Background: an optimization exercise with open tools, aiming at small area, a short achievable clock period and few clock cycles per item. Do not read the settings as production practice.
Only simulation tests tie the RTL to the original design; equivalence was not proved.
Power is estimated from default activity; no workload was simulated.

// top_fsm
module top_fsm(
        input clk,
        input rst_n,
        input        ram_in_we,
        input [4 :0] ram_in_addr_wr,
        input [7 :0] ram_in_data_wr,
        input [3 :0] ram_out_addr_rd,
        output [15:0] ram_out_data_rd,
        input opmode_in,
        output reg done_out
);
For scale: ~780 cells after synthesis, ~38 I/O pins.
clock: 4.5 ns
lec_check: 0
cap_margin: 20
core_margin: 2
core_utilization: 65
cts_cluster_diameter: 100
cts_cluster_size: 30
setup_slack_margin: 2.2
slew_margin: 20
synth_hierarchical: 1
synth_minimum_keep_size: 0
tns_end_percent: 5
run.sh (not shown) runs the stock make flow with config.mk's settings and CLKGATE_MAP_FILE= SYNTH_SCRIPT=/design/flow/synth_recipe.tcl, a recipe that flattens the netlist after the stock synthesis.
Testbench counts at the start, summed over its fixed seeds: cycles 384, transfers 192.
Then changed:
--- a/flow/config.mk
+++ b/flow/config.mk
@@ -12,3 +12,3 @@
 export CTS_CLUSTER_SIZE = 30
-export SETUP_SLACK_MARGIN = 2.2
+export SETUP_SLACK_MARGIN = 3.0
 export SLEW_MARGIN = 20
@@ -16,2 +16 @@
 export SYNTH_MINIMUM_KEEP_SIZE = 0
-export TNS_END_PERCENT = 5
=>
- The new run produced a clean layout
- register-to-register slack stays flat
- area after synthesis does not change
- final cell count increases by 3.1%
- clock-buffer cell count grows by 1
Then changed:
--- a/flow/config.mk
+++ b/flow/config.mk
@@ -12,3 +12,3 @@
 export CTS_CLUSTER_SIZE = 30
-export SETUP_SLACK_MARGIN = 3.0
+export SETUP_SLACK_MARGIN = 2.2
 export SLEW_MARGIN = 20
Result: The changed run passed the timing, design-rule and antenna checks; wire length drops by 4.2%; flip-flop and latch count does not change; total power decreases by 0.59%.
Then changed:
--- a/flow/config.mk
+++ b/flow/config.mk
@@ -12,2 +12,3 @@
 export CTS_CLUSTER_SIZE = 30
+export PLACE_DENSITY = 0.85
 export SETUP_SLACK_MARGIN = 2.2
Clock power is about the same.
Count of clock-buffer cells in the layout is unchanged.
Global-route usage rose by 0.60 points.
Clock skew is lower by 0.0033 ns.
Cell count is higher by 0.47%.
Critical path depth came out higher by 1.
Sequential share of layout area shrinks by 0.51 points.
Routed wire length goes up by 6.9%.
Register-to-register slack gets worse by 0.05 ns.
Total power rose by 0.35%.
Worst setup slack degrades by 0.025 ns.
Then changed:
--- a/flow/config.mk
+++ b/flow/config.mk
@@ -7,3 +7,3 @@
 export LEC_CHECK = 0
-export CAP_MARGIN = 20
+export CAP_MARGIN = 0
 export CORE_MARGIN = 2
@@ -12,5 +12,4 @@
 export CTS_CLUSTER_SIZE = 30
-export PLACE_DENSITY = 0.85
 export SETUP_SLACK_MARGIN = 2.2
-export SLEW_MARGIN = 20
+export SLEW_MARGIN = 0
 export SYNTH_HIERARCHICAL = 1
What happened: The changed run went through all stages and came out clean. Sequential share of layout area went up by 0.51 points. Global-route usage went down by 0.60 points. Count of clock-buffer cells in the layout does not change. Design area went down slightly. Clock skew went up by 0.0033 ns. Routed wire length went down by a few percent. Total power went down slightly.
Then changed:
--- a/flow/config.mk
+++ b/flow/config.mk
@@ -7,3 +7,3 @@
 export LEC_CHECK = 0
-export CAP_MARGIN = 0
+export CAP_MARGIN = 20
 export CORE_MARGIN = 2
@@ -12,4 +12,4 @@
 export CTS_CLUSTER_SIZE = 30
-export SETUP_SLACK_MARGIN = 2.2
-export SLEW_MARGIN = 0
+export SETUP_SLACK_MARGIN = 1.4
+export SLEW_MARGIN = 20
 export SYNTH_HIERARCHICAL = 1
The new run passed the timing, design-rule and antenna checks.
Synthesized area stays the same.
Non-clock buffer count shrinks by 10.
Wire length shrinks by a few percent.

## run A
top_fsm, a different RTL version from the one above (not shown whole).
For scale: roughly 17,000 sq um of cells after synthesis.
==> flow/design.v (excerpt) <==
module top_fsm(
        input clk,
        input rst_n,
        input        ram_in_we,
        input [4 :0] ram_in_addr_wr,
        input [7 :0] ram_in_data_wr,
        input [3 :0] ram_out_addr_rd,
        output [15:0] ram_out_data_rd,
        input opmode_in,
        output reg done_out
);
    reg [7:0]  ram_in  [0:31];
    reg [15:0] ram_out [0:15];
    reg        busy;
    always @(posedge clk) begin
        if (ram_in_we)
            ram_in[ram_in_addr_wr] <= ram_in_data_wr;
    end
    integer k;
    always @(posedge clk) begin
        if (opmode_in)
            for (k = 0; k < 16; k = k + 1)
                ram_out[k] <= {ram_in[2*k], ram_in[2*k+1]};
    end
    wire [3:0] rd_lo, rd_hi;
    rd_pre u_rd_lo (.a(ram_out_addr_rd[1:0]), .p(rd_lo));
    rd_pre u_rd_hi (.a(ram_out_addr_rd[3:2]), .p(rd_hi));
    wire [15:0] rd_sel_c [0:1];
    genvar c, w;
    generate
        for (c = 0; c < 2; c = c + 1) begin : rd_copy
            for (w = 0; w < 16; w = w + 1) begin : line
  ...
export LEC_CHECK = 0
export CAP_MARGIN = 20
export CORE_MARGIN = 2
export CORE_UTILIZATION = 65
export CTS_CLUSTER_DIAMETER = 100
export CTS_CLUSTER_SIZE = 30
export SETUP_SLACK_MARGIN = 1.8
export SLEW_MARGIN = 20
export SYNTH_HIERARCHICAL = 1
export SYNTH_MINIMUM_KEEP_SIZE = 0
create_clock -name core_clock -period 4.5 [get_ports {clk}]
standard.sh (not shown) runs the stock make flow with config.mk's settings and CLKGATE_MAP_FILE= SYNTH_SCRIPT=/design/flow/synth_recipe.tcl, a recipe that flattens the netlist after the stock synthesis.
==> flow/flow/run.sh <==
#!/bin/bash
# Standard layout (the standard.sh: standard synthesis, floorplan, power grid,
# placement, CTS, routing) with smaller port buffers, clkbuf_8 clock-tree leaf
# buffers and no dummy clock loads.
set -euo pipefail
export BUFFER_PORTS_ARGS="-buffer_cell sky130_fd_sc_hd__buf_1"
export CTS_ARGS="-sink_clustering_enable -repair_clock_nets -sink_clustering_size 20 -sink_clustering_max_diameter 60 -buf_list {sky130_fd_sc_hd__clkbuf_8 sky130_fd_sc_hd__clkbuf_16} -sink_clustering_buffer sky130_fd_sc_hd__clkbuf_8 -dont_use_dummy_load"
bash standard.sh > standard_flow.log 2>&1
Testbench counts of run A, summed over its fixed seeds: cycles 384, transfers 192.
Modified inputs, run B compared to run A
# run A
export LEC_CHECK = 0
export CAP_MARGIN = 20
export CORE_MARGIN = 2
export CORE_UTILIZATION = 65
export CTS_CLUSTER_DIAMETER = 100
export CTS_CLUSTER_SIZE = 30
export SETUP_SLACK_MARGIN = 1.8
export SLEW_MARGIN = 20
export SYNTH_HIERARCHICAL = 1
export SYNTH_MINIMUM_KEEP_SIZE = 0
create_clock -name core_clock -period 4.5 [get_ports {clk}]
# run B
export LEC_CHECK = 0
export CAP_MARGIN = 20
export CORE_MARGIN = 2
export CORE_UTILIZATION = 72
export SETUP_SLACK_MARGIN = 1.8
export SLEW_MARGIN = 20
export SYNTH_HIERARCHICAL = 1
export SYNTH_MINIMUM_KEEP_SIZE = 0
create_clock -name core_clock -period 4.5 [get_ports {clk}]
### Flow results
Global-route usage over all layers was lower in the run labelled run A.
In the flow results for run A and run B, the worst hold slack is larger on run A.
Comparing run B against run A, there is no change at all in critical path depth.
Run B — fraction of power consumed by the clock network 0.4 points lower, run A as reference
Between run A and run B, the flow reports detail-routed via count per cell increasing by a few percent.
Edits applied to the flow inputs when going from run B to run C:
# run B
export LEC_CHECK = 0
export CAP_MARGIN = 20
export CORE_MARGIN = 2
export CORE_UTILIZATION = 72
export SETUP_SLACK_MARGIN = 1.8
export SLEW_MARGIN = 20
export SYNTH_HIERARCHICAL = 1
export SYNTH_MINIMUM_KEEP_SIZE = 0
create_clock -name core_clock -period 4.5 [get_ports {clk}]
# run C
export LEC_CHECK = 0
export CAP_MARGIN = 20
export CORE_MARGIN = 2
export CORE_UTILIZATION = 65
export CTS_CLUSTER_DIAMETER = 100
export CTS_CLUSTER_SIZE = 30
export SETUP_SLACK_MARGIN = 1.8
export SLEW_MARGIN = 20
export SYNTH_HIERARCHICAL = 1
export SYNTH_MINIMUM_KEEP_SIZE = 0
create_clock -name core_clock -period 4.5 [get_ports {clk}]
==> flow/flow/run.sh <==
#!/bin/bash
# Standard layout (the standard.sh: standard synthesis, floorplan, power grid,
# placement, CTS, routing) with smaller port buffers and no dummy clock loads.
set -euo pipefail
export BUFFER_PORTS_ARGS="-buffer_cell sky130_fd_sc_hd__buf_1"
export CTS_ARGS="-sink_clustering_enable -repair_clock_nets -sink_clustering_size 30 -sink_clustering_max_diameter 100 -dont_use_dummy_load"
bash standard.sh > standard_flow.log 2>&1
Results
Reported for run B and run C, multi-input logic cell count turned out identical to the last digit. Clock latency of the later-clocked register in the worst-skew pair essentially unchanged between run B and run C. Side by side, net total in the final layout turned out lower in run C than in run B. Delta (run C minus run B): share of total power in the clock network has increased; overall routing resource usage has decreased. Vias: run C fewer than run B.

## port drivers added, routing unchanged
The results above use ideal ports. As a check the final layouts listed here were re-extracted and re-timed, cells and wires unchanged. Step 1 assumes that a clkbuf_16 drives the clock port and a buf_2 every other input. Step 2 times the ports against the registers' clock, not the clock port: input delays grow and output delays shrink by t, the midpoint of the rising clock arrivals with the driver on. Three values: no drivers, after step 1, after step 2; two values: the first two.
run | shift t [ns] | setup slack, ns | worst hold slack (ns) | worst setup path after step 2
the first run of note 1 | 0.583 | 1.018 / 0.967 / 0.967 | 0.419 / 0.419 / 0.419 | input to output
the second run of note 1 | 0.571 | 1.185 / 1.131 / 1.131 | 0.409 / 0.409 / 0.409 | input to output
the third run of note 1 | 0.577 | 1.221 / 1.181 / 1.181 | 0.386 / 0.386 / 0.386 | input to output
the fourth run of note 1 | 0.582 | 1.196 / 1.144 / 1.144 | 0.405 / 0.405 / 0.405 | input to output
the fifth run of note 1 | 0.577 | 1.221 / 1.181 / 1.181 | 0.386 / 0.386 / 0.386 | input to output
the sixth run of note 1 | 0.580 | 1.214 / 1.138 / 1.114 | 0.400 / 0.400 / 0.400 | input to register
run A | 0.562 | 1.413 / 1.350 / 1.350 | 0.143 / 0.116 / 0.389 | input to output
run B | 0.573 | 1.363 / 1.321 / 1.321 | 0.134 / 0.109 / 0.410 | input to output
run C | 0.553 | 1.395 / 1.332 / 1.332 | 0.131 / 0.103 / 0.417 | input to output
After both steps setup and hold are still met in every run listed. For the sixth run of note 1, which loses most, drivers alone change the setup slack by -0.076 ns; drivers and shift together by -0.100 ns.
